This design comes from an exercise in tuning for small area and a short achievable clock period on the open sky130 flow, not from production work.
RTL that was checked went through simulation tests only; none was proved equivalent to the original.

## AL
Design montgomery_kyber, start of the top module:
module montgomery_kyber(clk, a, b, out);
input clk;
input [11:0] a, b;
output [11:0] out;
wire n0;
k_nand2 un0 (.a(a[0]), .b(b[0]), .y(n0));
wire n1;
k_nand2 un1 (.a(a[0]), .b(b[1]), .y(n1));
wire n2;
k_nand2 un2 (.a(a[0]), .b(b[2]), .y(n2));
wire n3;
k_nand2 un3 (.a(a[0]), .b(b[3]), .y(n3));
wire n4;
k_nand2 un4 (.a(a[0]), .b(b[4]), .y(n4));
wire n5;
k_nand2 un5 (.a(a[0]), .b(b[5]), .y(n5));
wire n6;
k_nand2 un6 (.a(a[0]), .b(b[6]), .y(n6));
wire n7;
k_nand2 un7 (.a(a[0]), .b(b[7]), .y(n7));
wire n8;
k_nand2 un8 (.a(a[0]), .b(b[8]), .y(n8));
wire n9;
k_nand2 un9 (.a(a[0]), .b(b[9]), .y(n9));
wire n10;
k_nand2 un10 (.a(a[0]), .b(b[10]), .y(n10));
wire n11;
k_nand2 un11 (.a(a[0]), .b(b[11]), .y(n11));
wire n12;
k_nand2 un12 (.a(a[1]), .b(b[0]), .y(n12));
wire n13;
k_nand2 un13 (.a(a[1]), .b(b[1]), .y(n13));
wire n14;
k_nand2 un14 (.a(a[1]), .b(b[2]), .y(n14));
wire n15;
k_nand2 un15 (.a(a[1]), .b(b[3]), .y(n15));
wire n16;
k_nand2 un16 (.a(a[1]), .b(b[4]), .y(n16));
wire n17;
k_nand2 un17 (.a(a[1]), .b(b[5]), .y(n17));
wire n18;
k_nand2 un18 (.a(a[1]), .b(b[6]), .y(n18));
wire n19;
k_nand2 un19 (.a(a[1]), .b(b[7]), .y(n19));
wire n20;
k_nand2 un20 (.a(a[1]), .b(b[8]), .y(n20));
wire n21;
k_nand2 un21 (.a(a[1]), .b(b[9]), .y(n21));
wire n22;
k_nand2 un22 (.a(a[1]), .b(b[10]), .y(n22));
wire n23;
k_nand2 un23 (.a(a[1]), .b(b[11]), .y(n23));
wire n24;
k_nand2 un24 (.a(a[2]), .b(b[0]), .y(n24));
wire n25;
k_nand2 un25 (.a(a[2]), .b(b[1]), .y(n25));
wire n26;
k_nand2 un26 (.a(a[2]), .b(b[2]), .y(n26));
wire n27;
  ...
==> flow/config.mk <==
export PLATFORM = sky130hd
export DESIGN_NAME = montgomery_kyber
export DESIGN_NICKNAME = montgomery_kyber
export VERILOG_FILES = /design/flow/design.v
export SDC_FILE = /design/flow/constraint.sdc
export NUM_CORES = 4
export LEC_CHECK = 0
export CAP_MARGIN = 20
export CORE_MARGIN = 2
export CORE_UTILIZATION = 40
export SETUP_SLACK_MARGIN = 5
export SLEW_MARGIN = 20
export SYNTH_HIERARCHICAL = 1
export SYNTH_MINIMUM_KEEP_SIZE = 0
==> flow/constraint.sdc <==
create_clock -name core_clock -period 12.0 [get_ports {clk}]
set_input_delay 2.4000 -clock core_clock [delete_from_list [all_inputs] [get_ports {clk}]]
set_output_delay 2.4000 -clock core_clock [all_outputs]
set_load 0.01 [all_outputs]
standard.sh (not shown) runs the stock make flow with config.mk's settings and CLKGATE_MAP_FILE= SYNTH_SCRIPT=/design/flow/synth_recipe.tcl, a recipe that flattens the netlist after the stock synthesis.
==> flow/flow/run.sh <==
#!/bin/bash
set -euo pipefail
MARGIN=${MARGIN:-5}
bash standard.sh "SETUP_SLACK_MARGIN=$MARGIN" \
  "BUFFER_PORTS_ARGS=-buffer_cell sky130_fd_sc_hd__buf_1" finish > flow_make.log 2>&1
AL completed end to end with timing, DRC and antenna clean.
Modified inputs, MS compared to AL
==> flow/run.sh (new file) <==
#!/bin/bash
# synth_recipe.tcl (not shown) runs the flow's synth.tcl, then flattens the netlist and writes it again
# the make line also repeats each setting of config.mk as NAME=value (left out here)
make -C /OpenROAD-flow-scripts/flow DESIGN_CONFIG=/design/flow/config.mk WORK_HOME=/design/flow/orfs CLKGATE_MAP_FILE= SYNTH_SCRIPT=/design/flow/synth_recipe.tcl finish
removed: flow/flow/run.sh
removed: flow/standard.sh
--- outcome ---
Looking at worst setup path startpoint, the a[7] result is from AL; the a[6] one comes from MS.
From AL to MS the numbers moved as follows: shortest period the worst path allows fell 52 ps, fraction of final layout cells sized beyond drive strength 1 grew by 0.39 points.
Looking at utilization of the core after routing, MS sits 0.88 points above AL.
Comparing the two runs side by side, MS comes out ahead of AL on global-route wire length before repair.
No functional check of the RTL was part of any run of this note.

========
montgomery_kyber, a different RTL version from the one above (not shown whole).
Size: roughly 37 I/O pins.
==> flow/config.mk <==
export PLATFORM = sky130hd
export DESIGN_NAME = montgomery_kyber
export DESIGN_NICKNAME = montgomery_kyber
export VERILOG_FILES = /design/flow/design.v
export SDC_FILE = /design/flow/constraint.sdc
export NUM_CORES = 4
export LEC_CHECK = 0
export CAP_MARGIN = 20
export CORE_MARGIN = 2
export CORE_UTILIZATION = 40
export CTS_BUF_LIST = sky130_fd_sc_hd__clkbuf_4 sky130_fd_sc_hd__clkbuf_8
export SETUP_SLACK_MARGIN = 5
export SLEW_MARGIN = 20
export SYNTH_HIERARCHICAL = 1
export SYNTH_MINIMUM_KEEP_SIZE = 0
==> flow/constraint.sdc <==
create_clock -name core_clock -period 12.0 [get_ports {clk}]
set_input_delay 2.4000 -clock core_clock [delete_from_list [all_inputs] [get_ports {clk}]]
set_output_delay 2.4000 -clock core_clock [all_outputs]
set_load 0.01 [all_outputs]
==> flow/flow/run.sh <==
#!/bin/bash
set -euo pipefail
MARGIN=${MARGIN:-5.75}
BUF=${BUF:-sky130_fd_sc_hd__buf_1}
HERE=$(cd "$(dirname "$0")" && pwd)
bash standard.sh "SETUP_SLACK_MARGIN=$MARGIN" \
  "BUFFER_PORTS_ARGS=-buffer_cell $BUF" \
  "PRE_FLOORPLAN_TCL=$HERE/downsize.tcl" finish > flow_make.log 2>&1
==> flow/flow/downsize.tcl <==
# Before floorplanning: set every combinational cell to its smallest drive
# strength (x1) so that repair_timing sizes up only the cells that need it.
# Flip-flops are left as synthesis made them.
set db [ord::get_db]
set n 0
foreach inst [[ord::get_db_block] getInsts] {
  set m [[$inst getMaster] getName]
  if {[regexp {^(sky130_fd_sc_hd__[a-z0-9]+)_([0-9]+)$} $m -> base sz] && $sz > 1 && ![string match "*__df*" $base] && ![string match "*__dl*" $base]} {
    set new [$db findMaster ${base}_1]
    if {$new ne "NULL"} {
      $inst swapMaster $new
      incr n
    }
  }
}
puts "downsize: $n cells set to x1"
The starting point went through all stages and came out clean.
Then changed:
--- a/flow/flow/run.sh
+++ b/flow/flow/run.sh
@@ -3 +3 @@
-MARGIN=${MARGIN:-5.75}
+MARGIN=${MARGIN:-5.6}
Fmax came out lower by 2.4%.
Die area is unchanged.

========
montgomery_kyber, a different RTL version from the one above (not shown whole).
For scale: ~650 cells after synthesis, about 5800 sq um of cells after synthesis.
export LEC_CHECK = 0
export CAP_MARGIN = 20
export CORE_MARGIN = 2
export CORE_UTILIZATION = 40
export CTS_BUF_LIST = sky130_fd_sc_hd__clkbuf_4 sky130_fd_sc_hd__clkbuf_8
export SETUP_SLACK_MARGIN = 5
export SLEW_MARGIN = 20
export SYNTH_HIERARCHICAL = 1
export SYNTH_MINIMUM_KEEP_SIZE = 0
create_clock -name core_clock -period 12.0 [get_ports {clk}]
==> flow/flow/run.sh <==
#!/bin/bash
set -euo pipefail
MARGIN=${MARGIN:-5.5}
BUF=${BUF:-sky130_fd_sc_hd__buf_1}
RECOVER=${RECOVER:-0}
bash standard.sh "SETUP_SLACK_MARGIN=$MARGIN" \
  "BUFFER_PORTS_ARGS=-buffer_cell $BUF" "RECOVER_POWER=$RECOVER" finish > flow_make.log 2>&1
Rerun with:
==> flow/flow/run.sh (replaced) <==
#!/bin/bash
set -euo pipefail
MARGIN=${MARGIN:-5.5}
BUF=${BUF:-sky130_fd_sc_hd__buf_1}
bash standard.sh "SETUP_SLACK_MARGIN=$MARGIN" \
  "BUFFER_PORTS_ARGS=-buffer_cell $BUF" finish > flow_make.log 2>&1
CTS_BUF_LIST = unset   (was sky130_fd_sc_hd__clkbuf_4 sky130_fd_sc_hd__clkbuf_8)
The changed run produced a clean layout.
Global-route usage rises by 0.11 points.
Die area does not change.
Maximum frequency is about the same.
Area after synthesis is unchanged.
Rerun with:
==> flow/flow/run.sh (replaced) <==
#!/bin/bash
set -euo pipefail
MARGIN=${MARGIN:-5.5}
BUF=${BUF:-sky130_fd_sc_hd__buf_1}
RECOVER=${RECOVER:-0}
bash standard.sh "SETUP_SLACK_MARGIN=$MARGIN" \
  "BUFFER_PORTS_ARGS=-buffer_cell $BUF" "RECOVER_POWER=$RECOVER" finish > flow_make.log 2>&1
Outcome: Setup slack stays the same. Via count stays the same. Global-route usage stays the same.
Rerun with:
--- a/flow/flow/run.sh
+++ b/flow/flow/run.sh
@@ -1,5 +1,5 @@
 #!/bin/bash
 set -euo pipefail
-MARGIN=${MARGIN:-5.5}
+MARGIN=${MARGIN:-5.75}
 BUF=${BUF:-sky130_fd_sc_hd__buf_1}
 RECOVER=${RECOVER:-0}
=> Synthesized cell count does not change; count of clock-buffer cells in the layout does not change; final cell count rose by 2.4%; final area came out higher by about 5.4%; wire length is higher by 5.7%; die area is unchanged; sequential share of layout area drops by 0.24 points.
Rerun with:
--- a/flow/flow/run.sh
+++ b/flow/flow/run.sh
@@ -1,5 +1,5 @@
 #!/bin/bash
 set -euo pipefail
-MARGIN=${MARGIN:-5.75}
+MARGIN=${MARGIN:-5.5}
 BUF=${BUF:-sky130_fd_sc_hd__buf_1}
 RECOVER=${RECOVER:-0}
CTS_BUF_LIST = sky130_fd_sc_hd__clkbuf_2 sky130_fd_sc_hd__clkbuf_4   (was unset)
- The changed run completed with no timing, DRC or antenna violations
- core utilization went down by 2.2 points
- routed wire length falls by a few percent
- setup slack got worse by 0.13 ns
- global-route usage falls by 0.56 points
- cell area falls by a few percent
- die area stays the same
- flip-flop and latch count stays the same
- critical path depth is unchanged
- first-iteration DRC count is lower by a quarter to a third
No functional check of the RTL was part of any run of this note.

==> static timing again, ports no longer ideal <==
Ports are ideal in the flow. The routed layouts listed here were re-timed in OpenROAD. Step 1: set_driving_cell puts a clkbuf_16 on clk and a buf_2 on each other input, an assumption about the parent block. Step 2 moves the port delays by t, midway between the first and last clock arrival at a register: inputs arrive t later, outputs are due t later. That takes back most of the time a late clock gives input paths. Slacks: ideal / step 1 / step 2; pairs: ideal / step 1.
run	t (ns)	setup WS [ns]	latest minus earliest clock arrival (ns)	slew at the worst register clock pin (ns)
AL	0.288	5.234 / 5.244 / 4.956	0.002 / 0.002	0.06 / 0.06
MS	0.287	5.286 / 5.297 / 5.012	0.002 / 0.002	0.06 / 0.06
the first run of note 2	0.281	5.953 / 5.958 / 5.677	0.002 / 0.001	0.07 / 0.07
the second run of note 2	0.281	5.806 / 5.815 / 5.534	0.002 / 0.001	0.07 / 0.07
the first run of note 3	0.282	5.722 / 5.692 / 5.459	0.002 / 0.002	0.07 / 0.07
the second run of note 3	0.285	5.716 / 5.682 / 5.450	0.002 / 0.002	0.05 / 0.05
the third run of note 3	0.285	5.716 / 5.682 / 5.450	0.002 / 0.002	0.05 / 0.05
the fourth run of note 3	0.283	5.820 / 5.787 / 5.612	0.001 / 0.002	0.06 / 0.06
the fifth run of note 3	0.317	5.685 / 5.655 / 5.390	0.005 / 0.006	0.11 / 0.11
After both steps every run listed still meets setup and hold. The setup slack of the fifth run of note 3, which loses most, moves by -0.030 ns with the drivers and by -0.295 ns with both steps.
